Source: an optimization exercise on an open RTL-to-GDS flow (aim: small area). Production flows keep margins and buffers that such runs may drop.
The RTL was checked by simulation tests, not by an equivalence proof against the original design.
The clock port is modelled as an ideal driver, which makes a skipped or thinned clock tree look cheaper than it is; a real chip needs a root buffer or a tree.
Power and IR drop assume default switching activity.

## flow/resyn.ys.in

```
# Re-map the combinational logic of the standard synthesis netlist for area.
# The flip-flop cells are kept as black boxes, so every register keeps its
# instance name and cell type.
read_liberty -ignore_miss_func @LIB@
@BLACKBOX@
read_verilog @IN@
hierarchy -top @TOP@
flatten
opt -purge
abc -script @ABC@ -liberty @LIB@ -dont_use *probe* -dont_use *lpflow* -D 10000
read_liberty -lib -ignore_redef @LIB@
opt_clean -purge
splitnets
opt_clean -purge
hilomap -singleton -hicell sky130_fd_sc_hd__conb_1 HI -locell sky130_fd_sc_hd__conb_1 LO
check -assert -mapped
tee -o @STAT@ stat -liberty @LIB@
write_verilog -noattr -nohex -nodec @OUT@
```

## flow/map.ys.in

```
# Map the display logic of the hand-written netlist; the divider cells and
# the flip-flops are already cells of the library and stay as written.
read_liberty -lib @LIB@
read_verilog @IN@
hierarchy -top @TOP@
proc; opt_expr; opt_clean
techmap; opt -fast
abc -script @ABC@ -liberty @LIB@ -dont_use *probe* -dont_use *lpflow* -D 10000
opt_clean -purge
splitnets
opt_clean -purge
hilomap -singleton -hicell sky130_fd_sc_hd__conb_1 HI -locell sky130_fd_sc_hd__conb_1 LO
check -assert -mapped
tee -o @STAT@ stat -liberty @LIB@
write_verilog -noattr -nohex -nodec @OUT@
```

## flow/run.sh

```bash
#!/bin/bash
# Standard synthesis; then the tick divider re-written as hand-mapped cells
# (proved equivalent to the standard netlist, else an abc area re-mapping is
# used); then the standard layout with small port buffers and a one-level
# clock tree (flow/cts_post.tcl replaces the tree that CTS builds).
set -euo pipefail
W=$PWD
RES=$W/orfs/results/$FLOW_PLATFORM/watch_top/base
LIB=$FLOW_HOME/platforms/$FLOW_PLATFORM/lib/sky130_fd_sc_hd__tt_025C_1v80.lib
sub() { sed -e "s#@LIB@#$LIB#g" -e "s#@TOP@#$FLOW_TOP#g" -e "s#@ABC@#$W/flow/area.abc#g" "$@"; }

# 1. the standard synthesis, unchanged
bash standard.sh $RES/1_2_yosys.v > $W/synth.log 2>&1
cp $RES/1_2_yosys.v $W/1_2_yosys_std.v

# 2. hand-mapped divider, checked against the standard netlist
ok=0
if python3 $W/flow/handmap.py $W/1_2_yosys_std.v $W/hand.v > $W/handmap.log 2>&1; then
  sub -e "s#@IN@#$W/hand.v#" -e "s#@STAT@#$W/hand_stat.txt#" -e "s#@OUT@#$W/hand_mapped.v#" \
    $W/flow/map.ys.in > $W/map.ys
  sub -e "s#@GOLD@#$W/1_2_yosys_std.v#" -e "s#@GATE@#$W/hand_mapped.v#" $W/flow/eq.ys.in > $W/eq.ys
  if yosys -s $W/map.ys > $W/map.log 2>&1 && yosys -s $W/eq.ys > $W/eq.log 2>&1; then
    ok=1
  fi
fi
if [ $ok = 1 ]; then
  echo "using the hand-mapped netlist" > $W/netlist_choice.txt
  cp $W/hand_mapped.v $RES/1_2_yosys.v
else
  echo "using the abc re-mapped netlist" > $W/netlist_choice.txt
  seq=$(grep -o 'sky130_fd_sc_hd__[a-z0-9]*_[0-9]*' $W/1_2_yosys_std.v | sort -u | grep -E '__(df|edf|sdf|dl)' || true)
  bb=""; for c in $seq; do bb="$bb blackbox $c;"; done
  sub -e "s#@BLACKBOX@#$bb#" -e "s#@IN@#$W/1_2_yosys_std.v#" -e "s#@STAT@#$W/resyn_stat.txt#" \
    -e "s#@OUT@#$RES/1_2_yosys.v#" $W/flow/resyn.ys.in > $W/resyn.ys
  yosys -s $W/resyn.ys > $W/resyn.log 2>&1
fi

# 3. the standard layout from the new netlist
bash standard.sh finish \
  BUFFER_PORTS_ARGS="-buffer_cell sky130_fd_sc_hd__buf_1" \
  CTS_ARGS="-sink_clustering_enable -repair_clock_nets -dont_use_dummy_load -buf_list sky130_fd_sc_hd__clkbuf_8 -root_buf sky130_fd_sc_hd__clkbuf_8" \
  POST_CTS_TCL=$W/flow/cts_post.tcl \
  > $W/layout.log 2>&1
```

## flow/cts_post.tcl

```tcl
# Replace the clock tree that CTS built with one level of clock buffers:
# the flip-flops are split into cts_k groups along the longer side of their
# bounding box, and each group gets one buffer at its centre. The clock port
# then drives only these buffers.
set cts_k 3
set cts_cell sky130_fd_sc_hd__clkbuf_8
set old {}
foreach b [get_cells -quiet clkbuf_*] { lappend old [get_full_name $b] }
puts "cts_post: removing [llength $old] CTS buffers: $old"
set ninst_before [llength [[ord::get_db_block] getInsts]]
if { [llength $old] > 0 } { remove_buffers {*}$old }
if { [llength [[ord::get_db_block] getInsts]] != $ninst_before - [llength $old] } {
  error "cts_post: removing the CTS buffers removed other cells too"
}
set dbu [[ord::get_db_tech] getDbUnitsPerMicron]
set pts {}
foreach i [[ord::get_db_block] getInsts] {
  set net [$i findITerm CLK]
  if { $net == "NULL" } { continue }
  if { ![string match "sky130_fd_sc_hd__df*" [[$i getMaster] getName]] } { continue }
  set bb [$i getBBox]
  lappend pts [list [$i getName] [expr {([$bb xMin] + [$bb xMax]) / 2.0 / $dbu}] \
    [expr {([$bb yMin] + [$bb yMax]) / 2.0 / $dbu}]]
}
set xs [lsort -real [lmap p $pts {lindex $p 1}]]
set ys [lsort -real [lmap p $pts {lindex $p 2}]]
set ax [expr {([lindex $xs end] - [lindex $xs 0]) >= ([lindex $ys end] - [lindex $ys 0]) ? 1 : 2}]
set pts [lsort -real -index $ax $pts]
set n [llength $pts]
for {set g 0} {$g < $cts_k} {incr g} {
  set lo [expr {$g * $n / $cts_k}]
  set hi [expr {($g + 1) * $n / $cts_k - 1}]
  set pins {}; set sx 0; set sy 0
  foreach p [lrange $pts $lo $hi] {
    lappend pins [get_pins -of_objects [get_cells [lindex $p 0]] -filter "name == CLK"]
    set sx [expr {$sx + [lindex $p 1]}]
    set sy [expr {$sy + [lindex $p 2]}]
  }
  set m [expr {$hi - $lo + 1}]
  insert_buffer -buffer_cell $cts_cell -net clk -load_pins $pins \
    -buffer_name clkbuf_leaf_$g -net_name clknet_leaf_$g \
    -location [list [expr {$sx / $m}] [expr {$sy / $m}]]

}
foreach g [get_nets clknet_leaf_*] {
  [[ord::get_db_block] findNet [get_full_name $g]] setSigType CLOCK
}
detailed_placement
estimate_parasitics -placement
set worst 0
foreach p [get_pins -of_objects [get_cells -filter "ref_name =~ sky130_fd_sc_hd__df*"] -filter "name == CLK"] {
  set s [get_property $p slew_max]
  if { $s > $worst } { set worst $s }
}
puts "cts_post: [llength [get_pins -of_objects [get_nets clk]]] pins on clk, worst flip-flop clock slew $worst"
report_checks -path_delay min -digits 3 -format end
report_checks -path_delay max -digits 3 -format end
```

## flow/handmap.py

```python
#!/usr/bin/env python3
"""Write the watch_top netlist with a hand-mapped tick divider.

usage: handmap.py STD_NETLIST OUT_NETLIST

STD_NETLIST is the standard synthesis netlist (1_2_yosys.v). Its flip-flop
instances are kept with the same names and cell types; their D inputs are
driven by the logic written here. The divider (r_left_q, odd bits stored
inverted, and the tick flop) is written as sky130 cells; the display is
written as plain assigns for yosys/abc to map.
"""
import re, sys

std, out = sys.argv[1], sys.argv[2]
txt = open(std).read()
flops = re.findall(r'(sky130_fd_sc_hd__\w*df\w*)\s+(\\\S+|\w+)\s*\(', txt)
N = 30
P = 'sky130_fd_sc_hd__'
cells = []
wires = set()
def w(n):
    wires.add(n); return n
cnt = [0]
def cell(typ, **pins):
    cnt[0] += 1
    name = f'hm_{cnt[0]}'
    cells.append(f'  {P}{typ} {name} (' + ', '.join(f'.{p}({v})' for p, v in pins.items()) + ');')

# flip-flops: name -> (cell, D, Q)
ffs = []
for typ, inst in flops:
    nm = inst.lstrip('\\').split('$')[0]
    m = re.fullmatch(r'u_one_sec_gen\.r_left_q\[(\d+)\]', nm)
    if m:
        i = int(m.group(1)); d, q = f'dv_d{i}', f'dv_q{i}'
    elif nm == 'u_one_sec_gen.o_one_sec_tick':
        d, q = 'tick_d', 'tick_q'
    elif nm == 'r_started':
        d, q = 'st_d', 'st_q'
    else:
        m = re.fullmatch(r'(o_sec|o_min|o_hour)\[(\d+)\]', nm)
        assert m, nm
        d, q = f'{m.group(1)}_d{m.group(2)}', f'{m.group(1)}[{m.group(2)}]'
    if not q.startswith('o_'):
        w(q)
    w(d)
    ffs.append((typ, inst, d, q))
assert len(ffs) == 49, len(ffs)

q = [f'dv_q{i}' for i in range(N)]
f = [f'i_freq[{i}]' for i in range(N)]
R, E = 'reset', 'i_run_en'

# upper bits zero: odd q all 1, even q (2..28) all 0
odd = list(range(1, N, 2)); even = list(range(2, N, 2))
a = []
for k in range(0, len(odd), 4):
    g = odd[k:k+4]; o = w(f'uz_a{k}'); a.append(o)
    t = {4: 'nand4_1', 3: 'nand3_1', 2: 'nand2_1'}[len(g)]
    cell(t, **{p: q[i] for p, i in zip('ABCD', g)}, Y=o)
b = []
for k in range(0, len(even), 4):
    g = even[k:k+4]; o = w(f'uz_b{k}'); b.append(o)
    t = {4: 'nor4_1', 3: 'nor3_1', 2: 'nor2_1'}[len(g)]
    cell(t, **{p: q[i] for p, i in zip('ABCD', g)}, Y=o)
assert len(a) == 4 and len(b) == 4
c0, c1, nuz = w('uz_c0'), w('uz_c1'), w('nuz')
cell('nor4_1', A=a[0], B=a[1], C=a[2], D=a[3], Y=c0)      # odd bits all 1
cell('nand4_1', A=b[0], B=b[1], C=b[2], D=b[3], Y=c1)     # low: even bits all 0
cell('nand2b_1', A_N=c1, B=c0, Y=nuz)                     # ~upper_zero
# tick: ~reset & run_en & upper_zero & r0
ne0 = w('nen_r0')
cell('nand2_1', A=E, B=q[0], Y=ne0)
cell('nor3_1', A=R, B=nuz, C=ne0, Y='tick_d')
# load = reset | upper_zero & (run_en | ~r0)
k, L = w('ld_k'), w('ld')
cell('nor2b_1', A=E, B_N=q[0], Y=k)                       # ~run_en & r0
cell('o21bai_1', A1=nuz, A2=k, B1_N=R, Y=L)
nR = w('nreset')
cell('inv_1', A=R, Y=nR)
# borrow into bit 0: run_en & ~(upper_zero & ~r0)
nb = w('nb0')
cell('o21ai_0', A1=nuz, A2=q[0], B1=E, Y=nb)
bb = None
for i in range(N):
    if i % 2 == 0:          # stored true; borrow in as nb
        bn = w(f'b{i+1}'); xn = w(f'xn{i}'); lf = w(f'nlf{i}')
        cell('nor2_1', A=nb, B=q[i], Y=bn)
        cell('a21oi_1', A1=q[i], A2=nb, B1=bn, Y=xn)
        cell('nand2_1', A=L, B=f[i], Y=lf)
        cell('o21ai_0', A1=xn, A2=R, B1=lf, Y=f'dv_d{i}')
        bb = bn
    else:                   # stored inverted; borrow in as bb (true)
        nbn = w(f'nb{i+1}'); x = w(f'x{i}')
        cell('nand2_1', A=bb, B=q[i], Y=nbn)
        cell('o21ai_0', A1=q[i], A2=bb, B1=nbn, Y=x)
        cell('a22oi_1', A1=x, A2=nR, B1=L, B2=f[i], Y=f'dv_d{i}')
        nb = nbn

# display (plain logic)
disp = '''
  wire adv = tick_q & st_q;
  assign st_d = ~reset & (tick_q | st_q);
  wire sec_last  = &{o_sec[5:3], o_sec[1:0]};
  wire min_last  = &{o_min[5:3], o_min[1:0]};
  wire hour_last = &{o_hour[4], o_hour[2:0]};
  wire [5:0] sec_n  = reset ? 6'd0 : !adv ? o_sec : sec_last ? 6'd0 : o_sec + 6'd1;
  wire adv_m = adv & sec_last;
  wire [5:0] min_n  = reset ? 6'd0 : !adv_m ? o_min : min_last ? 6'd0 : o_min + 6'd1;
  wire adv_h = adv_m & min_last;
  wire [4:0] hour_n = reset ? 5'd0 : !adv_h ? o_hour : hour_last ? 5'd0 : o_hour + 5'd1;
'''
for i in range(6):
    disp += f'  assign o_sec_d{i} = sec_n[{i}];\n  assign o_min_d{i} = min_n[{i}];\n'
for i in range(5):
    disp += f'  assign o_hour_d{i} = hour_n[{i}];\n'

o = ['module watch_top(clk, reset, i_run_en, i_freq, o_sec, o_min, o_hour);',
     '  input clk;', '  input reset;', '  input i_run_en;', '  input [29:0] i_freq;',
     '  output [5:0] o_sec;', '  output [5:0] o_min;', '  output [4:0] o_hour;']
o += [f'  wire {n};' for n in sorted(wires)]
for typ, inst, d, qq in ffs:
    o.append(f'  {typ} {inst} (.CLK(clk), .D({d}), .Q({qq}));')
o += cells
o.append(disp)
o.append('endmodule')
open(out, 'w').write('\n'.join(o) + '\n')
```

## design.v

```verilog
`timescale 1ns / 1ps
module one_sec_gen(
    clk,
    reset,
	i_run_en,
	i_freq,
    o_one_sec_tick
    );
parameter P_COUNT_BIT = 30;  
input 						clk;
input 						reset;
input 						i_run_en;
input [P_COUNT_BIT-1:0]		i_freq;
output reg					o_one_sec_tick;
	localparam [P_COUNT_BIT-1:0] P_INV = {(P_COUNT_BIT/2+1){2'b10}};
	reg 	[P_COUNT_BIT-1:0] 	r_left_q;
	wire	[P_COUNT_BIT-1:0] 	r_left = r_left_q ^ P_INV;
	wire w_upper_zero = ~|r_left[P_COUNT_BIT-1:1];
	wire w_zero = w_upper_zero & ~r_left[0];
	wire w_wrap = i_run_en & w_upper_zero & r_left[0];
	wire w_load = reset | w_wrap | w_zero;
	wire [P_COUNT_BIT:0] w_borrow;
	wire [P_COUNT_BIT-1:0] w_next;
	assign w_borrow[0] = i_run_en & ~w_zero;
	genvar i;
	generate
		for (i = 0; i < P_COUNT_BIT; i = i + 1) begin : g_bit
			assign w_borrow[i+1] = w_borrow[i] & ~r_left[i];
			assign w_next[i] = w_borrow[i+1] | (r_left[i] & ~w_borrow[i]);
		end
	endgenerate
	always @(posedge clk) begin
		r_left_q <= ((w_next & {P_COUNT_BIT{~reset}}) | (i_freq & {P_COUNT_BIT{w_load}})) ^ P_INV;
		o_one_sec_tick <= ~reset & w_wrap;
	end
endmodule
`timescale 1ns / 1ps
module watch_top(
    clk,
    reset,
	i_run_en,
	i_freq,
    o_sec,
    o_min,
    o_hour
    );
parameter P_COUNT_BIT = 30;  
parameter P_SEC_BIT	 = 6;  
parameter P_MIN_BIT	 = 6;  
parameter P_HOUR_BIT = 5;  
input 							clk;
input 							reset;
input 							i_run_en;
input		[P_COUNT_BIT-1:0]	i_freq;
output reg 	[P_SEC_BIT-1:0]		o_sec;
output reg 	[P_MIN_BIT-1:0]		o_min;
output reg 	[P_HOUR_BIT-1:0]	o_hour;
wire w_one_sec_tick;
one_sec_gen 
# (
	.P_COUNT_BIT	(P_COUNT_BIT) 
) u_one_sec_gen(
	.clk 				(clk			),
	.reset 				(reset			),
	.i_run_en			(i_run_en		),
	.i_freq				(i_freq			),
	.o_one_sec_tick 	(w_one_sec_tick	)
);
reg r_started;
wire w_sec_last  = &{o_sec[5:3], o_sec[1:0]};
wire w_min_last  = &{o_min[5:3], o_min[1:0]};
wire w_hour_last = &{o_hour[4], o_hour[2:0]};
	always @(posedge clk) begin
	    if(reset) begin
			o_sec		<= 0;
			o_min		<= 0;
			o_hour		<= 0;
			r_started	<= 1'b0;
		end else if(w_one_sec_tick) begin
			r_started	<= 1'b1;
			if (r_started) begin
				if (w_sec_last) begin
					o_sec <= 0;
					if (w_min_last) begin
						o_min <= 0;
						if (w_hour_last)
							o_hour <= 0;
						else
							o_hour <= o_hour + 1'b1;
					end else begin
						o_min <= o_min + 1'b1;
					end
				end else begin
					o_sec <= o_sec + 1'b1;
				end
			end
		end
	end
endmodule
```

## flow/area.abc

```
strash
&get -n
&st
&deepsyn -T 20
&dch -f
&nf -p -R 1000
&put
topo
```

## config.mk

```make
export PLATFORM = sky130hd
export DESIGN_NAME = watch_top
export DESIGN_NICKNAME = watch_top
export VERILOG_FILES = /design/flow/design.v
export SDC_FILE = /design/flow/constraint.sdc
export NUM_CORES = 4
export LEC_CHECK = 0
export CAP_MARGIN = 20
export CORE_MARGIN = 2
export CORE_UTILIZATION = 40
export GPL_TIMING_DRIVEN = 0
export SLEW_MARGIN = 20
```

## constraint.sdc

```tcl
create_clock -name core_clock -period 10.0 [get_ports {clk}]
set_input_delay 2.0000 -clock core_clock [delete_from_list [all_inputs] [get_ports {clk}]]
set_output_delay 2.0000 -clock core_clock [all_outputs]
set_load 0.01 [all_outputs]
```

## flow/eq.ys.in

```
# Prove the hand-mapped netlist equivalent to the standard synthesis netlist,
# register for register (the flip-flops keep their instance names).
read_liberty -ignore_miss_func @LIB@
read_verilog @GOLD@
rename @TOP@ gold
read_verilog @GATE@
rename @TOP@ gate
flatten
opt_clean
equiv_make gold gate equiv
hierarchy -top equiv
equiv_simple
equiv_induct
equiv_status -assert
```

## standard.sh

```bash
#!/bin/bash
# synth_recipe.tcl (not shown) runs the flow's synth.tcl, then flattens the netlist and writes it again
# the make line also repeats each setting of config.mk as NAME=value (left out here)
make -C /OpenROAD-flow-scripts/flow DESIGN_CONFIG=/design/flow/config.mk WORK_HOME=/design/flow/orfs CLKGATE_MAP_FILE= SYNTH_SCRIPT=/design/flow/synth_recipe.tcl "${@:-finish}"
```

==> results.py, run 1 <==
metrics = {
    "run_status": {
        "outcome": "timing/DRC/antenna clean",
    },
    "die": {
        "rows": 24,
        "die-width_um": 72.1,
        "dieHeight_um": 72.1,
        "start_util_pct": 42.1,
        "core_area_um2": 4410,
        "ioPinCount": 50,
        "die_area_um2": 5200,
    },
    "yosys": {
        "postSynthCellCount": 223,
        "avgSynthCellArea_um2": 8.33,
        "synth_warnings": 2,
        "synth_area_um2": 1860,
        "syn_nets": 256,
    },
    "sta": {
        "final_max_slew_viol_count": 0,
        "tightestPinTransition_ps": 693,
        "tns_ps": 0,
        "maxSlewHeadroom_pct": 53.7,
        "period_minus_slack_ps": 6550,
        "fmax_mhz": 153,
        "skew_ps": 6.35,
        "setup_violations": 0,
        "rsz0062_at_grt": "false",
        "finalWorstSetupSlack_ps": 3450,
        "finalCritPeriodShare_pct": 65.5,
        "hold_viol": 0,
    },
    "grt": {
        "grt_usage_pct": 19.0,
        "antenna_found_initial": 0,
        "grt_pass1_wl_um": 6470,
        "grt_pass1_vias": 1454,
        "gr-total-overflow": 0,
        "grt_max_degree": 31,
    },
    "cts": {
        "cts.sinks": 49,
        "cts.clk_slew.worst_paths_ps": 100,
        "clk_latency_ps": 160,
    },
    "final_layout": {
        "fin_nets": 310,
        "final_layout_size_suffix_gt1_share_pct": 1.82,
        "n_antenna_cell": 0,
        "nFillCells": 476,
        "final_cells": 327,
        "area_growth_pct": 16.3,
        "seq_area_um2": 981,
        "multiInputGateArea_um2": 876,
    },
    "route": {
        "firstDrtPassIters": 5,
        "routedWlPerCell_um": 12.2,
        "dr.first_iter.drc_count": 161,
        "via_count": 1696,
        "drt_wl_total_um": 3990,
        "viasPerCell": 5.19,
        "drc": 0,
        "postRouteAntennaNets": 0,
    },
    "place": {
        "gp_congestion": 0.763,
        "dpl_worst_slack_ps": 3280,
        "place_inst": 324,
        "portBuffers": 49,
        "hpwl_um": 2750,
    },
    "power_and_ir_drop": {
        "p_leak_uw": 0.000774,
        "vdd_drop_max_mv": 0.0567,
        "p_per_area_nw_per_um2": 149,
    },
    "critical_path": {
        "path_class": "in2reg",
        "critical_path_arrival_ps": 6560,
        "crit_path_end_kind": "flop",
        "crit_required_ps": 10010,
        "slowest_stage": "nor2_1",
        "worstPathMaxFanout": 3,
        "cp_slowest_stage_delay_ps": 190,
        "cp-start-kind": "primary input",
    },
    "flow_run": {
        "maxCapViolCount": 0,
    },
    "min_path": {
        "hold_path.class": "reg2reg",
    },
}
## final timing paths
check / start / cells past startpoint / slack, ps / to
setup / recovery: i_run_en / 34 / 3450 / u_one_sec_gen.r_left_q[29]
hold / removal: r_started / 2 / 490 / r_started
setup reg to reg: u_one_sec_gen.r_left_q[24] / 36 / 4660 / u_one_sec_gen.r_left_q[29]
hold reg to reg: r_started / 2 / 490 / r_started
## report_power, final
part	internal, uW	switching (uW)	total [uW]
Clock	27.9	48.6	76.4
Sequential	207	8.57	216
Combinational	13.1	15.6	28.7
Total	248	72.8	321
## final cells by class, without the clock buffers
| type | count | share of cell area (%) |
|---|---|---|
| Tap cell | 52 | 3.01 |
| Sequential cell | 49 | 45.4 |
| Timing Repair Buffer | 49 | 8.57 |
| Inverter | 3 | 0.521 |
| Multi-Input combinational cell | 171 | 40.6 |
## flip-flops by register name (all words and copies together), names as in the netlist
register and count:
u_one_sec_gen.r_left_q 30, o_min 6, o_sec 6, o_hour 5
r_started 1, u_one_sec_gen.o_one_sec_tick 1
## worst max-delay path, delay by kind of cell
family                 cells  cell delay, ps
buffers and inverters      1             120
and+or+nand+nor           30            4120
AOI/OAI and AO/OA          3             300
## layer usage
| metal | track usage [%] | vias to the layer above | part of all wire, % |
|---|---|---|---|
| met2 | 27.8 | 45 | 45 |
| met4 | 4.40 | 0 | 1.2 |
| li1 | - | 900 | - |
| met3 | 2.22 | 5 | 6.1 |
| met5 | 0 | - | 0 |
| met1 | 29.6 | 746 | 48 |
## metrics by stage
step / power (uW) / utilization [%] / cell area, um2 / hold slack [ps]
2_1_floorplan: 236 / - / 1860 / 449
3_3_place_gp: 248 / 47.7 / 2110 / 469
3_5_place_dp: 249 / 48.0 / 2120 / 473
5_1_grt: 340 / 48.9 / 2160 / 532
6_report: 321 / 48.9 / 2160 / 487
## cell usage in the layout (no fill, tap or decap), types with 3 or more instances in the layout
cell type	count
nor3_1	8
nor2_1	30
buf_1	48
nand2_1	33
a21oi_1	22
xnor2_1	4
and2_0	3
nand4_1	5
and3_1	4
clkbuf_8	3
a22oi_1	15
o21ai_0	33
dfxtp_1	49
nor4_1	4
==> run 2: changes to the inputs <==
--- a/flow/run.sh
+++ b/flow/run.sh
@@ -8,5 +8,5 @@
 RES=$W/orfs/results/$FLOW_PLATFORM/watch_top/base
 LIB=$FLOW_HOME/platforms/$FLOW_PLATFORM/lib/sky130_fd_sc_hd__tt_025C_1v80.lib
-sub() { sed -e "s#@LIB@#$LIB#g" -e "s#@TOP@#$FLOW_TOP#g" -e "s#@ABC@#$W/flow/area.abc#g" "$@"; }
+sub() { sed -e "s#@LIB@#$LIB#g" -e "s#@TOP@#$FLOW_TOP#g" -e "s#@ABC@#$W/flow/area_s2.abc#g" "$@"; }
 
 # 1. the standard synthesis, unchanged
@@ -14,19 +14,34 @@
 cp $RES/1_2_yosys.v $W/1_2_yosys_std.v
 
-# 2. hand-mapped divider, checked against the standard netlist
+# 2. hand-mapped divider, checked against the standard netlist; the display
+#    logic is mapped by abc with a few seeds and the smallest result is kept
 ok=0
 if python3 $W/flow/handmap.py $W/1_2_yosys_std.v $W/hand.v > $W/handmap.log 2>&1; then
-  sub -e "s#@IN@#$W/hand.v#" -e "s#@STAT@#$W/hand_stat.txt#" -e "s#@OUT@#$W/hand_mapped.v#" \
-    $W/flow/map.ys.in > $W/map.ys
-  sub -e "s#@GOLD@#$W/1_2_yosys_std.v#" -e "s#@GATE@#$W/hand_mapped.v#" $W/flow/eq.ys.in > $W/eq.ys
-  if yosys -s $W/map.ys > $W/map.log 2>&1 && yosys -s $W/eq.ys > $W/eq.log 2>&1; then
-    ok=1
+  best=""; best_area=""
+  for s in 1 2 6; do
+    sed -e "s#@LIB@#$LIB#g" -e "s#@TOP@#$FLOW_TOP#g" -e "s#@ABC@#$W/flow/area_s$s.abc#g" \
+      -e "s#@IN@#$W/hand.v#" -e "s#@STAT@#$W/hand_stat_s$s.txt#" -e "s#@OUT@#$W/hand_mapped_s$s.v#" \
+      $W/flow/map.ys.in > $W/map_s$s.ys
+    if yosys -s $W/map_s$s.ys > $W/map_s$s.log 2>&1; then
+      a=$(awk '/Chip area/ {print $NF}' $W/hand_stat_s$s.txt)
+      echo "seed $s: area $a" >> $W/netlist_choice.txt
+      if [ -z "$best" ] || awk -v a="$a" -v b="$best_area" 'BEGIN {exit !(a < b)}'; then
+        best=$s; best_area=$a
+      fi
+    fi
+  done
+  if [ -n "$best" ]; then
+    cp $W/hand_mapped_s$best.v $W/hand_mapped.v
+    sub -e "s#@GOLD@#$W/1_2_yosys_std.v#" -e "s#@GATE@#$W/hand_mapped.v#" $W/flow/eq.ys.in > $W/eq.ys
+    if yosys -s $W/eq.ys > $W/eq.log 2>&1; then
+      ok=1
+    fi
   fi
 fi
 if [ $ok = 1 ]; then
-  echo "using the hand-mapped netlist" > $W/netlist_choice.txt
+  echo "using the hand-mapped netlist (seed $best)" >> $W/netlist_choice.txt
   cp $W/hand_mapped.v $RES/1_2_yosys.v
 else
-  echo "using the abc re-mapped netlist" > $W/netlist_choice.txt
+  echo "using the abc re-mapped netlist" >> $W/netlist_choice.txt
   seq=$(grep -o 'sky130_fd_sc_hd__[a-z0-9]*_[0-9]*' $W/1_2_yosys_std.v | sort -u | grep -E '__(df|edf|sdf|dl)' || true)
   bb=""; for c in $seq; do bb="$bb blackbox $c;"; done
==> flow/area_s1.abc (new file) <==
strash
&get -n
&st
&deepsyn -T 20 -S 1
&dch -f
&nf -p -R 1000
&put
topo
==> flow/area_s2.abc (new file) <==
strash
&get -n
&st
&deepsyn -T 20 -S 2
&dch -f
&nf -p -R 1000
&put
topo
==> flow/area_s6.abc (new file) <==
strash
&get -n
&st
&deepsyn -T 20 -S 6
&dch -f
&nf -p -R 1000
&put
topo
removed: flow/area.abc
==> results.py, run 2 <==
metrics = {
    "run_status": {
        "outcome": "timing/DRC/antenna clean",
    },
    "grt": {
        "antenna_found_initial": 0,
        "grt_pass1_wl_um": 6000,
        "gr-total-overflow": 0,
        "grt_usage_pct": 17.6,
        "grt_pass1_vias": 1397,
        "grt_max_degree": 32,
    },
    "route": {
        "via_count": 1731,
        "firstDrtPassIters": 6,
        "viasPerCell": 5.34,
        "dr.first_iter.drc_count": 184,
        "postRouteAntennaNets": 0,
        "drc": 0,
        "drt_wl_total_um": 3970,
        "routedWlPerCell_um": 12.2,
    },
    "place": {
        "place_inst": 321,
        "hpwl_um": 2710,
        "portBuffers": 49,
        "gp_congestion": 0.747,
        "place_area_um2": 2110,
    },
    "critical_path": {
        "slowest_stage": "nor2_1",
        "crit_path_end_kind": "flop",
        "r2r-start": "u_one_sec_gen.r_left_q[10]",
        "cp.depth": 34,
        "startpoint": "i_run_en",
        "cp-start-kind": "primary input",
        "crit_required_ps": 10010,
        "path_class": "in2reg",
        "rr_worst_depth": 36,
        "critical_path_arrival_ps": 6520,
        "worst-r2r-setup-slack_ps": 4660,
        "crit_family": "simple AND/OR/NAND/NOR gates",
        "critPathBufInv": 1,
        "endpoint": "u_one_sec_gen.r_left_q[29]",
        "reg2reg_to": "u_one_sec_gen.r_left_q[29]",
        "worstPathMaxFanout": 3,
        "cp_slowest_stage_delay_ps": 190,
    },
    "yosys": {
        "synth_warnings": 2,
        "syn_nets": 253,
        "postSynthCellCount": 220,
        "avgSynthCellArea_um2": 8.41,
        "synth_area_um2": 1850,
    },
    "final_layout": {
        "n_antenna_cell": 0,
        "reg_top3": "u_one_sec_gen.r_left_q x30, o_min x6, o_sec x6",
        "top_register": "u_one_sec_gen.r_left_q",
        "final_common_cell": "dfxtp_1",
        "final_cell_mix": "49 x dfxtp_1, 48 x buf_1, 33 x nand2_1, 33 x o21ai_0, 26 x a21oi_1",
        "fin_nets": 307,
        "final_area_um2": 2150,
        "final_cells": 324,
        "area_growth_pct": 16.4,
        "final_layout_size_suffix_gt1_share_pct": 1.84,
        "utilization_pct": 48.8,
        "largest_register_ffs": 30,
    },
    "cts": {
        "clk_latency_ps": 160,
        "cts.sinks": 49,
        "cts.clk_slew.worst_paths_ps": 100,
    },
    "die": {
        "rows": 24,
        "die-width_um": 72.0,
        "dieHeight_um": 72.0,
        "die_area_um2": 5190,
        "start_util_pct": 41.9,
        "ioPinCount": 50,
        "core_area_um2": 4410,
    },
    "sta": {
        "tns_ps": 0,
        "skew_ps": 4.43,
        "period_minus_slack_ps": 6520,
        "setup_violations": 0,
        "fmax_mhz": 153,
        "tightestPinTransition_ps": 714,
        "final_max_slew_viol_count": 0,
        "rsz0062_at_grt": "false",
        "finalCritPeriodShare_pct": 65.2,
        "hold_viol": 0,
        "maxSlewHeadroom_pct": 52.3,
    },
    "power_and_ir_drop": {
        "p_per_area_nw_per_um2": 150,
        "vdd_drop_max_mv": 0.0734,
        "p_leak_uw": 0.000779,
    },
    "min_path": {
        "hold_path.class": "reg2reg",
    },
    "flow_run": {
        "maxCapViolCount": 0,
    },
}
## run 2: metrics by stage
stage	total power (uW)	hold slack [ps]	setup slack (ps)
2_1_floorplan	236	449	3960
3_3_place_gp	249	463	3310
3_5_place_dp	249	468	3300
5_1_grt	337	511	2840
6_report	322	477	3480
## run 2: power by group
part / internal, uW / leakage, uW / total [uW] / switching (uW)
combinational: 13.1 / 0.000352 / 28.7 / 15.5
sequential: 207 / 0.000406 / 216 / 8.79
clock: 27.9 / 0.0000216 / 77.3 / 49.4
total: 248 / 0.000779 / 322 / 73.7
## run 2: worst reg2reg max path: cells and delay by family, from the launching register on
family          cells  cell delay [ps]
compound gates      3              320
simple gates       33             4510
flops               1              380
## run 2: area by class of cell, without the clock buffers
| cell class | instances | area, um2 |
|---|---|---|
| multi-input cells | 170 | 877 |
| fillers | 462 | 2260 |
| well taps | 52 | 65.1 |
| flip-flops and latches | 49 | 981 |
| inverters | 1 | 3.75 |
| repair buffers | 49 | 185 |
## run 2: how the worst min path moves through the flow
stage / startpoint / end / slack (ps) / cells past startpoint
after global routing: u_one_sec_gen.r_left_q[0] / u_one_sec_gen.o_one_sec_tick / 510 / 2
after detailed placement: u_one_sec_gen.r_left_q[0] / u_one_sec_gen.o_one_sec_tick / 470 / 2
after global placement: u_one_sec_gen.r_left_q[0] / u_one_sec_gen.o_one_sec_tick / 460 / 2
final: u_one_sec_gen.r_left_q[0] / u_one_sec_gen.o_one_sec_tick / 480 / 2
after floorplan: r_started / r_started / 450 / 2
## run 2: metal layers
metal | share of wire (%) | wire [um] | vias to the layer above | GRT usage [%]
met5 | 0 | 0 | - | 0
met4 | 1.3 | 53 | 0 | 4.40
met3 | 8.7 | 345 | 7 | 2.92
met2 | 44 | 1750 | 75 | 26.1
met1 | 46 | 1820 | 741 | 26.5
li1 | - | - | 908 | -
==> run 3: changes to the inputs <==
--- a/flow/handmap.py
+++ b/flow/handmap.py
@@ -74,9 +74,12 @@
 cell('nor3_1', A=R, B=nuz, C=ne0, Y='tick_d')
 # load = reset | upper_zero & (run_en | ~r0)
-k, L = w('ld_k'), w('ld')
+# (L drives 30 gates: made as its inverse, then a strong inverter)
+k, t, nL, L = w('ld_k'), w('ld_t'), w('nld'), w('ld')
 cell('nor2b_1', A=E, B_N=q[0], Y=k)                       # ~run_en & r0
-cell('o21bai_1', A1=nuz, A2=k, B1_N=R, Y=L)
+cell('nor2_1', A=nuz, B=k, Y=t)                           # upper_zero & (run_en | ~r0)
+cell('nor2_1', A=R, B=t, Y=nL)
+cell('inv_4', A=nL, Y=L)
 nR = w('nreset')
-cell('inv_1', A=R, Y=nR)
+cell('inv_2', A=R, Y=nR)
 # borrow into bit 0: run_en & ~(upper_zero & ~r0)
 nb = w('nb0')
==> results.py, run 3 <==
metrics = {
    "sta": {
        "final_max_slew_viol_count": 0,
        "setup_violations": 0,
        "maxSlewHeadroom_pct": 61.9,
        "hold_viol": 0,
        "skew_ps": 3.68,
        "tightestPinTransition_ps": 572,
        "finalCritPeriodShare_pct": 65.1,
        "period_minus_slack_ps": 6510,
        "fmax_mhz": 154,
        "tns_ps": 0,
        "rsz0062_at_grt": "false",
    },
    "final_layout": {
        "largest_register_ffs": 30,
        "final_cell_mix": "49 x dfxtp_1, 48 x buf_1, 33 x nand2_1, 33 x o21ai_0, 27 x nor2_1",
        "area_growth_pct": 15.7,
        "n_antenna_cell": 0,
        "final_common_cell": "dfxtp_1",
        "final_layout_size_suffix_gt1_share_pct": 2.19,
        "top_register": "u_one_sec_gen.r_left_q",
        "final_area_um2": 2150,
        "nFillCells": 463,
        "fin_nets": 309,
        "reg_top3": "u_one_sec_gen.r_left_q x30, o_min x6, o_sec x6",
    },
    "critical_path": {
        "worstPathMaxFanout": 3,
        "cp_slowest_stage_delay_ps": 190,
        "cp-start-kind": "primary input",
        "r2r-start": "u_one_sec_gen.r_left_q[10]",
        "critPathBufInv": 1,
        "critical_path_arrival_ps": 6550,
        "crit_path_end_kind": "flop",
        "worst-r2r-setup-slack_ps": 4730,
        "crit_family": "simple AND/OR/NAND/NOR gates",
        "path_class": "in2reg",
        "rr_worst_depth": 36,
        "reg2reg_to": "u_one_sec_gen.r_left_q[29]",
        "slowest_stage": "nor2_1",
        "crit_required_ps": 10040,
    },
    "place": {
        "gp_congestion": 0.751,
        "portBuffers": 49,
        "hpwl_um": 2730,
        "place_area_um2": 2110,
    },
    "route": {
        "drc": 0,
        "routedWlPerCell_um": 12.3,
        "postRouteAntennaNets": 0,
        "via_count": 1728,
        "dr.first_iter.drc_count": 148,
        "drt_wl_total_um": 4000,
        "viasPerCell": 5.30,
        "firstDrtPassIters": 6,
    },
    "power_and_ir_drop": {
        "finalPower_uw": 323,
        "p_per_area_nw_per_um2": 151,
        "p_leak_uw": 0.000780,
        "vdd_drop_max_mv": 0.0661,
    },
    "cts": {
        "cts.clk_slew.worst_paths_ps": 100,
        "cts.sinks": 49,
        "clk_latency_ps": 160,
    },
    "min_path": {
        "min_to": "u_one_sec_gen.o_one_sec_tick",
        "worstHoldStart": "u_one_sec_gen.r_left_q[0]",
        "hold_path.class": "reg2reg",
        "min_path_cells": 2,
    },
    "die": {
        "rows": 24,
        "dieHeight_um": 72.1,
        "start_util_pct": 42.1,
        "die-width_um": 72.1,
        "die_area_um2": 5200,
        "core_area_um2": 4410,
        "ioPinCount": 50,
    },
    "grt": {
        "antenna_found_initial": 0,
        "grt_usage_pct": 18.2,
        "grt_pass1_vias": 1436,
        "grt_pass1_wl_um": 6240,
        "grt_max_degree": 32,
        "gr-total-overflow": 0,
    },
    "yosys": {
        "synth_area_um2": 1860,
        "postSynthCellCount": 222,
        "avgSynthCellArea_um2": 8.36,
        "syn_nets": 255,
        "synth_warnings": 2,
    },
    "flow_run": {
        "maxCapViolCount": 0,
    },
    "run_status": {
        "outcome": "timing/DRC/antenna clean",
    },
}
[run 3: power breakdown]
group / internal, uW / switching [uW]
clock: 27.9 / 51.1
sequential: 207 / 8.79
combinational: 12.9 / 15.4
total: 248 / 75.3
[run 3: how the worst max path moves through the flow]
stage	startpoint	slack [ps]	cells past startpoint	endpoint
finish	i_run_en	3490	34	u_one_sec_gen.r_left_q[29]
global route	i_run_en	2720	34	u_one_sec_gen.r_left_q[29]
detailed placement	i_run_en	3310	34	u_one_sec_gen.r_left_q[29]
global placement	i_run_en	3400	34	u_one_sec_gen.r_left_q[29]
floorplan	i_run_en	4030	33	u_one_sec_gen.r_left_q[29]
[run 3: layout make-up, without the clock buffers]
cell class                 count  area, um2  area share (%)
tap                           52       65.1            3.03
multi-input combinational    171        866            40.3
sequential                    49        981            45.7
inverter                       2       10.0           0.466
timing repair buffer          49        185            8.62
[run 3: worst min-delay path, stage by stage, from the launching register on]
cell,delay (ps)
dfxtp_1,350
nand2_1,70
nor3_1,40
[run 3: per-layer routing]
metal | GRT usage [%] | vias to the layer above | wire [um]
met5 | 0 | - | 0
met4 | 3.77 | 0 | 38
met3 | 3.06 | 3 | 417
met2 | 27.7 | 79 | 1680
met1 | 27.1 | 721 | 1870
li1 | - | 925 | -
[run 3: stage by stage]
stage	hold WS, ps	util [%]	instances	setup slack (ps)
6_report	486	48.7	326	3490
5_1_grt	520	48.7	326	2720
3_5_place_dp	465	47.7	323	3310
3_3_place_gp	461	47.7	323	3400
2_1_floorplan	449	-	222	4030
==> run 4: changes to the inputs <==
==> flow/cts_post.tcl (replaced) <==
# Replace the clock tree that CTS built with one level of clock buffers.
# The flip-flops are split into K strips of equal count along x or y, each
# strip gets one clock buffer at its centre, and the clock port drives
# only these buffers. The options are tried from the smallest total buffer
# area up; the first whose worst flip-flop clock slew (placement estimate)
# is under cts_slew_limit is kept.
set cts_options {
  {3 sky130_fd_sc_hd__buf_6 1}
  {3 sky130_fd_sc_hd__buf_6 2}
  {3 sky130_fd_sc_hd__clkbuf_8 1}
  {3 sky130_fd_sc_hd__clkbuf_8 2}
  {4 sky130_fd_sc_hd__clkbuf_8 1}
}
set cts_slew_limit 0.122
set block [ord::get_db_block]

set old {}
foreach b [get_cells -quiet clkbuf_*] { lappend old [get_full_name $b] }
puts "cts_post: removing [llength $old] CTS buffers: $old"
set ninst_before [llength [$block getInsts]]
if { [llength $old] > 0 } { remove_buffers {*}$old }
if { [llength [$block getInsts]] != $ninst_before - [llength $old] } {
  error "cts_post: removing the CTS buffers removed other cells too"
}

set dbu [[ord::get_db_tech] getDbUnitsPerMicron]
set pts {}
foreach i [$block getInsts] {
  if { ![string match "sky130_fd_sc_hd__df*" [[$i getMaster] getName]] } { continue }
  set bb [$i getBBox]
  lappend pts [list [$i getName] [expr {([$bb xMin] + [$bb xMax]) / 2.0 / $dbu}] \
    [expr {([$bb yMin] + [$bb yMax]) / 2.0 / $dbu}]]
}
set n [llength $pts]

# split the flip-flops into k strips of equal count along axis ax (1 x, 2 y)
proc cts_groups { pts k ax } {
  set s [lsort -real -index $ax $pts]
  set n [llength $s]
  set out {}
  for {set g 0} {$g < $k} {incr g} {
    set grp [lrange $s [expr {$g * $n / $k}] [expr {($g + 1) * $n / $k - 1}]]
    set c [list [expr {[tcl::mathop::+ {*}[lmap p $grp {lindex $p 1}]] / [llength $grp]}] \
      [expr {[tcl::mathop::+ {*}[lmap p $grp {lindex $p 2}]] / [llength $grp]}]]
    lappend out [list $c $grp]
  }
  return $out
}

proc cts_worst_slew { } {
  set worst 0
  foreach p [get_pins -of_objects [get_cells -filter "ref_name =~ sky130_fd_sc_hd__df*"] -filter "name == CLK"] {
    set s [get_property $p slew_max]
    if { $s > $worst } { set worst $s }
  }
  return $worst
}

set done 0
foreach opt $cts_options {
  lassign $opt k cell ax
  set groups [cts_groups $pts $k $ax]
  if { [llength $groups] != $k } { continue }
  set g 0
  foreach grp $groups {
    lassign $grp c members
    set pins [lmap p $members {get_pins -of_objects [get_cells [lindex $p 0]] -filter "name == CLK"}]
    insert_buffer -buffer_cell $cell -net clk -load_pins $pins \
      -buffer_name clkbuf_leaf_$g -net_name clknet_leaf_$g -location $c
    incr g
  }
  foreach nt [get_nets clknet_leaf_*] {
    [$block findNet [get_full_name $nt]] setSigType CLOCK
  }
  detailed_placement
  estimate_parasitics -placement
  set w [cts_worst_slew]
  puts "cts_post: $k x $cell along axis $ax: worst flip-flop clock slew $w"
  if { $w < $cts_slew_limit || $opt eq [lindex $cts_options end] } {
    set done 1
    break
  }
  remove_buffers {*}[lmap b [get_cells clkbuf_leaf_*] {get_full_name $b}]
}
puts "cts_post: [llength [get_pins -of_objects [get_nets clk]]] pins on clk"
report_checks -path_delay min -digits 3 -format end
report_checks -path_delay max -digits 3 -format end
==> results.py, run 4 <==
metrics = {
    "route": {
        "viasPerCell": 5.29,
        "drt_wl_total_um": 3990,
        "postRouteAntennaNets": 0,
        "drc": 0,
        "firstDrtPassIters": 5,
        "via_count": 1725,
        "dr.first_iter.drc_count": 136,
        "routedWlPerCell_um": 12.2,
    },
    "critical_path": {
        "critPathBufInv": 1,
        "path_class": "in2reg",
        "cp-start-kind": "primary input",
        "crit_family": "simple AND/OR/NAND/NOR gates",
        "worstPathMaxFanout": 3,
        "cp_slowest_stage_delay_ps": 190,
        "crit_required_ps": 10010,
        "crit_path_end_kind": "flop",
        "slowest_stage": "nor2_1",
        "critical_path_arrival_ps": 6550,
    },
    "final_layout": {
        "fin_nets": 309,
        "multiInputGateArea_um2": 866,
        "reg_top3": "u_one_sec_gen.r_left_q x30, o_min x6, o_sec x6",
        "seq_area_um2": 981,
        "n_antenna_cell": 0,
        "final_cell_mix": "49 x dfxtp_1, 48 x buf_1, 33 x nand2_1, 33 x o21ai_0, 27 x nor2_1",
        "nFillCells": 462,
        "final_common_cell": "dfxtp_1",
        "area_growth_pct": 15.3,
        "final_cells": 326,
        "largest_register_ffs": 30,
        "final_area_um2": 2140,
        "top_register": "u_one_sec_gen.r_left_q",
        "utilization_pct": 48.5,
        "final_layout_size_suffix_gt1_share_pct": 2.19,
    },
    "sta": {
        "finalCritPeriodShare_pct": 65.3,
        "tightestPinTransition_ps": 570,
        "final_max_slew_viol_count": 0,
        "hold_viol": 0,
        "period_minus_slack_ps": 6530,
        "fmax_mhz": 153,
        "setup_violations": 0,
        "rsz0062_at_grt": "false",
        "tns_ps": 0,
        "skew_ps": 10.1,
        "finalWorstSetupSlack_ps": 3470,
        "maxSlewHeadroom_pct": 62.0,
    },
    "place": {
        "place_area_um2": 2110,
        "gp_congestion": 0.751,
        "place_inst": 323,
        "dpl_worst_slack_ps": 3310,
        "hpwl_um": 2730,
        "portBuffers": 49,
    },
    "die": {
        "rows": 24,
        "ioPinCount": 50,
        "die-width_um": 72.1,
        "dieHeight_um": 72.1,
        "start_util_pct": 42.1,
        "core_area_um2": 4410,
        "die_area_um2": 5200,
    },
    "yosys": {
        "syn_nets": 255,
        "avgSynthCellArea_um2": 8.36,
        "postSynthCellCount": 222,
        "synth_area_um2": 1860,
        "synth_warnings": 2,
    },
    "grt": {
        "grt_max_degree": 32,
        "grt_usage_pct": 18.1,
        "antenna_found_initial": 0,
        "grt_pass1_wl_um": 6240,
        "grt_pass1_vias": 1445,
        "gr-total-overflow": 0,
    },
    "cts": {
        "cts.clk_slew.worst_paths_ps": 110,
        "cts.sinks": 49,
        "clk_latency_ps": 140,
    },
    "power_and_ir_drop": {
        "vdd_drop_max_mv": 0.0952,
        "p_leak_uw": 0.000777,
        "p_per_area_nw_per_um2": 148,
    },
    "flow_run": {
        "maxCapViolCount": 0,
    },
    "run_status": {
        "outcome": "timing/DRC/antenna clean",
    },
    "min_path": {
        "hold_path.class": "reg2reg",
    },
}
==> run 4: area by class of cell, without the clock buffers <==
| type | instances | share of cell area [%] |
|---|---|---|
| inverter | 2 | 0.468 |
| multi-input combinational | 171 | 40.4 |
| sequential | 49 | 45.8 |
| tap | 52 | 3.04 |
| timing repair buffer | 49 | 8.65 |
==> run 4: final timing paths <==
kind | start | slack (ps) | endpoint | cells after the start
min reg2reg | u_one_sec_gen.r_left_q[0] | 470 | u_one_sec_gen.o_one_sec_tick | 2
max reg2reg | u_one_sec_gen.r_left_q[10] | 4730 | u_one_sec_gen.r_left_q[29] | 36
min | u_one_sec_gen.r_left_q[0] | 470 | u_one_sec_gen.o_one_sec_tick | 2
max | i_run_en | 3470 | u_one_sec_gen.r_left_q[29] | 34
==> run 4: where the power goes <==
part           leakage [uW]  total (uW)  internal (uW)  switching [uW]
logic              0.000353        28.2           12.9            15.4
clock network     0.0000182        73.6           24.3            49.3
registers          0.000406         216            207            8.79
total              0.000777         318            244            73.5
==> run 4: tightest hold or removal path: stages (launching register included) <==
cell and delay, ps:
dfxtp_1 350, nand2_1 70, nor3_1 30
==> run 4: stage by stage <==
step,total power [uW],hold WS [ps]
finish,318,468
global route,333,508
detailed placement,249,465
global placement,248,461
floorplan,236,449
==> run 4: per-layer routing <==
| layer | share of wire, % | up-vias | track usage [%] |
|---|---|---|---|
| li1 | - | 926 | - |
| met4 | 0.95 | 0 | 3.14 |
| met2 | 43 | 64 | 29.3 |
| met5 | 0 | - | 0 |
| met1 | 49 | 730 | 24.8 |
| met3 | 7.5 | 5 | 4.72 |
==> run 5: changes to the inputs <==
==> flow/run.sh (replaced) <==
#!/bin/bash
# Standard synthesis; then the tick divider re-written as hand-mapped cells
# (proved equivalent to the standard netlist, else an abc area re-mapping is
# used); then the standard layout with small port buffers and a one-level
# clock tree (flow/cts_post.tcl replaces the tree that CTS builds).
set -euo pipefail
W=$PWD
RES=$W/orfs/results/$FLOW_PLATFORM/watch_top/base
LIB=$FLOW_HOME/platforms/$FLOW_PLATFORM/lib/sky130_fd_sc_hd__tt_025C_1v80.lib
sub() { sed -e "s#@LIB@#$LIB#g" -e "s#@TOP@#$FLOW_TOP#g" -e "s#@ABC@#$W/flow/area.abc#g" "$@"; }

# 1. the standard synthesis, unchanged
bash standard.sh $RES/1_2_yosys.v > $W/synth.log 2>&1
cp $RES/1_2_yosys.v $W/1_2_yosys_std.v

# 2. hand-mapped divider, checked against the standard netlist
ok=0
if python3 $W/flow/handmap.py $W/1_2_yosys_std.v $W/hand.v > $W/handmap.log 2>&1; then
  sub -e "s#@IN@#$W/hand.v#" -e "s#@STAT@#$W/hand_stat.txt#" -e "s#@OUT@#$W/hand_mapped.v#" \
    $W/flow/map.ys.in > $W/map.ys
  sub -e "s#@GOLD@#$W/1_2_yosys_std.v#" -e "s#@GATE@#$W/hand_mapped.v#" $W/flow/eq.ys.in > $W/eq.ys
  if yosys -s $W/map.ys > $W/map.log 2>&1 && yosys -s $W/eq.ys > $W/eq.log 2>&1; then
    ok=1
  fi
fi
if [ $ok = 1 ]; then
  echo "using the hand-mapped netlist" > $W/netlist_choice.txt
  cp $W/hand_mapped.v $RES/1_2_yosys.v
else
  echo "using the abc re-mapped netlist" > $W/netlist_choice.txt
  seq=$(grep -o 'sky130_fd_sc_hd__[a-z0-9]*_[0-9]*' $W/1_2_yosys_std.v | sort -u | grep -E '__(df|edf|sdf|dl)' || true)
  bb=""; for c in $seq; do bb="$bb blackbox $c;"; done
  sub -e "s#@BLACKBOX@#$bb#" -e "s#@IN@#$W/1_2_yosys_std.v#" -e "s#@STAT@#$W/resyn_stat.txt#" \
    -e "s#@OUT@#$RES/1_2_yosys.v#" $W/flow/resyn.ys.in > $W/resyn.ys
  yosys -s $W/resyn.ys > $W/resyn.log 2>&1
fi

# 3. the standard layout from the new netlist
bash standard.sh finish \
  BUFFER_PORTS_ARGS="-buffer_cell sky130_fd_sc_hd__buf_1" \
  CTS_ARGS="-sink_clustering_enable -repair_clock_nets -dont_use_dummy_load -buf_list sky130_fd_sc_hd__clkbuf_8 -root_buf sky130_fd_sc_hd__clkbuf_8" \
  POST_CTS_TCL=$W/flow/cts_post.tcl \
  > $W/layout.log 2>&1
==> flow/area.abc (new file) <==
strash
&get -n
&st
&deepsyn -T 20
&dch -f
&nf -p -R 1000
&put
topo
--- a/flow/cts_post.tcl
+++ b/flow/cts_post.tcl
@@ -6,11 +6,13 @@
 # is under cts_slew_limit is kept.
 set cts_options {
-  {3 sky130_fd_sc_hd__buf_6 1}
-  {3 sky130_fd_sc_hd__buf_6 2}
+  {2 sky130_fd_sc_hd__clkbuf_8 1}
+  {2 sky130_fd_sc_hd__clkbuf_8 2}
+  {4 sky130_fd_sc_hd__clkbuf_4 1}
+  {4 sky130_fd_sc_hd__clkbuf_4 2}
   {3 sky130_fd_sc_hd__clkbuf_8 1}
   {3 sky130_fd_sc_hd__clkbuf_8 2}
   {4 sky130_fd_sc_hd__clkbuf_8 1}
 }
-set cts_slew_limit 0.122
+set cts_slew_limit 0.118
 set block [ord::get_db_block]
 
--- a/flow/handmap.py
+++ b/flow/handmap.py
@@ -70,16 +70,11 @@
 cell('nand2b_1', A_N=c1, B=c0, Y=nuz)                     # ~upper_zero
 # tick: ~reset & run_en & upper_zero & r0
-ne0 = w('nen_r0')
-cell('nand2_1', A=E, B=q[0], Y=ne0)
-cell('nor3_1', A=R, B=nuz, C=ne0, Y='tick_d')
+cell('and4bb_1', A_N=R, B_N=nuz, C=E, D=q[0], X='tick_d')
 # load = reset | upper_zero & (run_en | ~r0)
-# (L drives 30 gates: made as its inverse, then a strong inverter)
-k, t, nL, L = w('ld_k'), w('ld_t'), w('nld'), w('ld')
+k, L = w('ld_k'), w('ld')
 cell('nor2b_1', A=E, B_N=q[0], Y=k)                       # ~run_en & r0
-cell('nor2_1', A=nuz, B=k, Y=t)                           # upper_zero & (run_en | ~r0)
-cell('nor2_1', A=R, B=t, Y=nL)
-cell('inv_4', A=nL, Y=L)
+cell('o21bai_1', A1=nuz, A2=k, B1_N=R, Y=L)
 nR = w('nreset')
-cell('inv_2', A=R, Y=nR)
+cell('inv_1', A=R, Y=nR)
 # borrow into bit 0: run_en & ~(upper_zero & ~r0)
 nb = w('nb0')
--- a/config.mk
+++ b/config.mk
@@ -9,4 +9,4 @@
 export CORE_MARGIN = 2
 export CORE_UTILIZATION = 40
-export GPL_TIMING_DRIVEN = 0
+export PLACE_DENSITY = 0.85
 export SLEW_MARGIN = 20
removed: flow/area_s1.abc
removed: flow/area_s2.abc
removed: flow/area_s6.abc
==> results.py, run 5 <==
metrics = {
    "run_status": {
        "outcome": "timing/DRC/antenna clean",
    },
    "route": {
        "drc": 0,
        "via_count": 1757,
        "firstDrtPassIters": 7,
        "drt_wl_total_um": 4190,
        "dr.first_iter.drc_count": 190,
        "routedWlPerCell_um": 12.8,
        "postRouteAntennaNets": 0,
        "viasPerCell": 5.36,
    },
    "power_and_ir_drop": {
        "p_leak_uw": 0.000788,
        "internal_power_uw": 249,
        "p_per_area_nw_per_um2": 148,
        "p_sw_uw": 72.9,
        "vdd_drop_max_mv": 0.0673,
        "p_seq_share_pct": 67.3,
        "pwr-share-comb_pct": 9.1,
        "p_clk_share_pct": 23.6,
        "finalPower_uw": 322,
        "swShare_pct": 22.7,
    },
    "critical_path": {
        "crit_required_ps": 10000,
        "worstPathMaxFanout": 3,
        "critical_path_arrival_ps": 6690,
        "slowest_stage": "nor2_1",
        "path_class": "in2reg",
        "crit_path_end_kind": "flop",
        "cp-start-kind": "primary input",
        "cp_slowest_stage_delay_ps": 190,
    },
    "sta": {
        "period_minus_slack_ps": 6690,
        "hold_viol": 0,
        "maxSlewHeadroom_pct": 53.9,
        "rsz0062_at_grt": "false",
        "final_max_slew_viol_count": 0,
        "whs_ps": 494,
        "tns_ps": 0,
        "tightestPinTransition_ps": 692,
        "fmax_mhz": 150,
        "skew_ps": 7.65,
        "finalCritPeriodShare_pct": 66.9,
        "setup_violations": 0,
    },
    "final_layout": {
        "final_area_um2": 2180,
        "final_layout_size_suffix_gt1_share_pct": 2.17,
        "final_cells": 328,
        "reg_top3": "u_one_sec_gen.r_left_q x30, o_min x6, o_sec x6",
        "final_cell_mix": "49 x buf_1, 49 x dfxtp_1, 33 x o21ai_0, 32 x nand2_1, 30 x nor2_1",
        "area_growth_pct": 17.0,
        "top_register": "u_one_sec_gen.r_left_q",
        "fin_nets": 311,
        "largest_register_ffs": 30,
        "n_antenna_cell": 0,
    },
    "die": {
        "dieHeight_um": 72.2,
        "die_area_um2": 5210,
        "rows": 24,
        "die-width_um": 72.2,
        "ioPinCount": 50,
        "start_util_pct": 42.1,
        "core_area_um2": 4410,
    },
    "place": {
        "hpwl_um": 3010,
        "gp_congestion": 0.797,
        "portBuffers": 49,
        "place_area_um2": 2140,
        "place_inst": 325,
    },
    "yosys": {
        "synth_warnings": 2,
        "postSynthCellCount": 222,
        "syn_nets": 255,
        "synth_area_um2": 1860,
        "avgSynthCellArea_um2": 8.38,
    },
    "cts": {
        "clk_latency_ps": 160,
        "cts.sinks": 49,
        "cts.clk_slew.worst_paths_ps": 100,
    },
    "grt": {
        "gr-total-overflow": 0,
        "grt_usage_pct": 19.0,
        "grt_pass1_wl_um": 6770,
        "grt_pass1_vias": 1567,
        "grt_max_degree": 30,
        "antenna_found_initial": 0,
    },
    "min_path": {
        "hold_path.class": "reg2reg",
    },
    "flow_run": {
        "maxCapViolCount": 0,
    },
}
run 5: routing by layer:
metal	track usage [%]	share of wire, %
met5	0	0
met3	3.33	6.8
met1	23.9	43
met2	34.1	48
met4	3.98	1.5
run 5: final cells by class, without the clock buffers:
class                           instances  area, um2
Sequential cell                        49        981
Timing Repair Buffer                   51        206
Fill cell                             445       2240
Inverter                                3       11.3
Multi-Input combinational cell        170        872
Tap cell                               52       65.1
run 5: final timing paths:
check | from | end | slack (ps) | cells after the start
worst min register to register | r_started | r_started | 490 | 2
worst max register to register | u_one_sec_gen.r_left_q[10] | u_one_sec_gen.r_left_q[29] | 4510 | 36
worst max-delay path | i_run_en | u_one_sec_gen.r_left_q[29] | 3310 | 34
worst min-delay path | r_started | r_started | 490 | 2
run 5: worst max-delay path: cells and delay by family:
family                 cells  cell delay [ps]
and+or+nand+nor           30             4280
buffers and inverters      1              120
AOI/OAI and AO/OA          3              290
run 5: power groups by stage:
| stage | registers (uW) | logic [uW] | clock network (uW) |
|---|---|---|---|
| floorplan | 218 | 18.0 | 0 |
| global placement | 220 | 27.8 | 0 |
| detailed placement | 221 | 29.3 | 0 |
| global route | 218 | 33.3 | 86.1 |
| finish | 216 | 29.4 | 75.9 |
run 5: through the flow:
step | setup WS [ps] | util, %
floorplan | 3960 | -
detailed placement | 3220 | 48.4
global route | 2450 | 49.3
global placement | 3500 | 48.0
finish | 3310 | 49.3

## re-timing with driven ports
No port has a modelled driver above. Below, the same layouts with a new extraction and two added sets of constraints.
Step 1 sets driving cells, clkbuf_16 on the clock port and buf_2 on the other inputs (assumed; they add their load-dependent delay and slew).
Step 2 moves the port delays by t, midway between the first and last clock arrival at a register: inputs arrive t later, outputs are due t later. That takes back most of the time a late clock gives input paths.
a / b / c = no drivers / after step 1 / after step 2; a / b = the first two.
run | t, ns | setup slack, ns | clock arrival spread, ns | worst slew at a driven data input, ns | cell pins on the clock port's net
run 1 | 0.197 | 3.447 / 3.463 / 3.266 | 0.006 / 0.007 | 0.04 | 3
run 2 | 0.198 | 3.484 / 3.494 / 3.297 | 0.004 / 0.005 | 0.03 | 3
run 3 | 0.200 | 3.492 / 3.501 / 3.301 | 0.004 / 0.004 | 0.04 | 3
run 4 | 0.181 | 3.468 / 3.481 / 3.300 | 0.010 / 0.010 | 0.04 | 3
run 5 | 0.197 | 3.313 / 3.333 / 3.136 | 0.008 / 0.008 | 0.04 | 3
After both steps every run listed still meets setup and hold. The setup slack of run 3, which loses most, moves by +0.009 ns with the drivers and by -0.191 ns with both steps.
